Source: an optimization exercise on an open RTL-to-GDS flow (aim: small area, a short achievable clock period and few clock cycles per item). Production flows keep margins and buffers that such runs may drop. No activity file was given, so power comes from the tool's default toggle rates.

run A:
## RSA_decrypt
module RSA_decrypt #(parameter WIDTH = 8)(
    input                clk,
    input                rst_n,
    input                start,
    input  [2*WIDTH-1:0] c,
    input  [2*WIDTH-1:0] d,
    input  [2*WIDTH-1:0] n,
    output [2*WIDTH-1:0] m_decrypted,
    output reg           finish
);
localparam IDLE  = 3'd0;
localparam NORM  = 3'd1;
localparam STEP  = 3'd2;
localparam CONV  = 3'd3;
localparam SHIFT = 3'd4;
localparam OP_INIT = 2'd0;
localparam OP_SQ   = 2'd1;
localparam OP_MUL  = 2'd2;
localparam OP_FIX  = 2'd3;
reg  [2:0]  state;
reg  [1:0]  op;
reg  [16:0] r;       
reg  [15:0] a;       
reg  [15:0] nn;      
reg  [16:0] dd;      
reg  [3:0]  k;       
reg  [3:0]  j;       
reg         xb;      
reg         lst;     
reg  [18:0] ws, wc;  
reg         pend;    
assign m_decrypted = r[15:0];
wire [4:0]  eg   = ws[18:14] & wc[18:14];
wire [4:0]  ep   = ws[18:14] ^ wc[18:14];
wire [4:0]  ecy;
assign ecy[0] = 1'b0;
assign ecy[1] = eg[0];
assign ecy[2] = eg[1] | (ep[1] & eg[0]);
assign ecy[3] = eg[2] | (ep[2] & eg[1]) | (ep[2] & ep[1] & eg[0]);
assign ecy[4] = eg[3] | (ep[3] & eg[2]) | (ep[3] & ep[2] & eg[1]) | (ep[3] & ep[2] & ep[1] & eg[0]);
wire [4:0]  west = ep ^ ecy;
wire signed [4:0] ws5 = west;
wire        n14  = nn[14];
wire        qz_e = (west[4:1] == 4'b1111);           
wire        qp_e = !west[4];                         
wire        q2_e = n14 ? ((ws5 < -5'sd5) || (ws5 >= 5'sd4)) : ((ws5 < -5'sd4) || (ws5 >= 5'sd3));
wire        fixs = (op == OP_FIX);                   
wire        addn  = fixs ? r[16] : (!qz_e && !qp_e && !q2_e);    
wire        add2n = !fixs && !qp_e && q2_e;                      
wire        subn  = !fixs && qp_e && !q2_e;                      
wire        sub2n = !fixs && qp_e && q2_e;                       
wire [18:0] x1   = {ws[17:0], 1'b0};
wire [18:0] x2   = {wc[17:0], 1'b0};
wire [18:0] x3   = {{2{r[16]}}, r} & {19{xb}};
wire [18:0] s1   = x1 ^ x2 ^ x3;
  ...
Size in the first run: roughly 920 cells after synthesis, about 120 flip-flops, ~68 I/O pins, roughly 0.0079 sq mm of cells after synthesis.
export LEC_CHECK = 0
export ABC_AREA = 1
export CAP_MARGIN = 20
export CORE_MARGIN = 2
export CORE_UTILIZATION = 40
export CTS_BUF_LIST = sky130_fd_sc_hd__clkbuf_4 sky130_fd_sc_hd__clkbuf_8
export SETUP_SLACK_MARGIN = 2.0
export SLEW_MARGIN = 20
create_clock -name core_clock -period 5.5 [get_ports {clk}]
standard.sh (not shown) runs the stock make flow with config.mk's settings and CLKGATE_MAP_FILE= SYNTH_SCRIPT=/design/flow/synth_recipe.tcl, a recipe that flattens the netlist after the stock synthesis.
==> flow/flow/run.sh <==
#!/bin/bash
set -e
export BUFFER_PORTS_ARGS="-buffer_cell sky130_fd_sc_hd__buf_1"
bash standard.sh > standard.log 2>&1
Run A reached the end of the flow, and the finished layout is clean on the timing, design-rule and antenna checks.
> inputs changed (run A -> run B)
Settings: SETUP_SLACK_MARGIN changed from 2.0 to 2.3.
Findings:
- Run B | status: complete | timing, DRC, antenna: pass
- The number of gates given a new drive strength after cts in run B sits 5 above the value recorded for run A.
- Of the two values seen for worst setup path startpoint, ws[16]$_DFF_P_ was produced by run A and wc[16]$_DFF_P_ by run B.
- Run B -> run A: required time of the critical path flat
- Between run B and run A, the total area of sequential cells figures differ only marginally.
- Run B ended with more routed wirelength normalized by instance count than run A.
- Summary of run B over run A: hold slack shows no meaningful change; total global routing track utilization shows an increase of 0.28 points.
Input changes introduced in run C (baseline for comparison: run B):
Settings: swapping 2.3 for 2.4 in SETUP_SLACK_MARGIN.
### Flow results
| switching power total | run C vs run B | about 4% higher |
When the final numbers for run C and run B were put side by side, the detailed placer's ending HPWL turned out to be greater in run C.
Taking run B as the reference, in run C final design area excluding fillers up 4.1%; worst hold slack after final layout flat; minimum clock period after layout up 0.0036 ns; floorplan core area flat.
Placer congestion estimate (run C vs. run B) increases by a few percent
Input-level comparison between run D and run C:
Settings: swapping 2.4 for 2.2 in SETUP_SLACK_MARGIN.
--- outcome ---
- Run D completed; timing, DRC and antenna clean
- Summary of run D over run C: final-stage net count down 1.6%, clock tree cell share of total cell area up 0.90 points, global router's overall resource usage down 0.46 points.
No functional check of the RTL was part of any run of this note.

-- static timing again, ports no longer ideal --
How much do the figures lean on ideal ports? The routed layouts below were timed once more, with nothing changed but the port constraints. Step 1 sets driving cells, clkbuf_16 on the clock port and buf_2 on the other inputs (assumed; they add their load-dependent delay and slew). Step 2 also shifts input and output timing later by t, the mid clock arrival at the registers, as if the neighbouring blocks saw the same clock. a / b / c = ideal ports / drivers / drivers and shift; a / b = the first two.
| run | t (ns) | setup slack, ns | worst setup path after step 2 | cell pins on the clock port's net |
|---|---|---|---|---|
| run A | 0.488 | 2.244 / 2.244 / 2.244 | register to register | 1 |
| run B | 0.490 | 2.411 / 2.411 / 2.411 | register to register | 1 |
| run C | 0.482 | 2.408 / 2.408 / 2.408 | register to register | 1 |
| run D | 0.488 | 2.295 / 2.295 / 2.295 | register to register | 1 |
After both steps setup and hold are still met in every run listed.
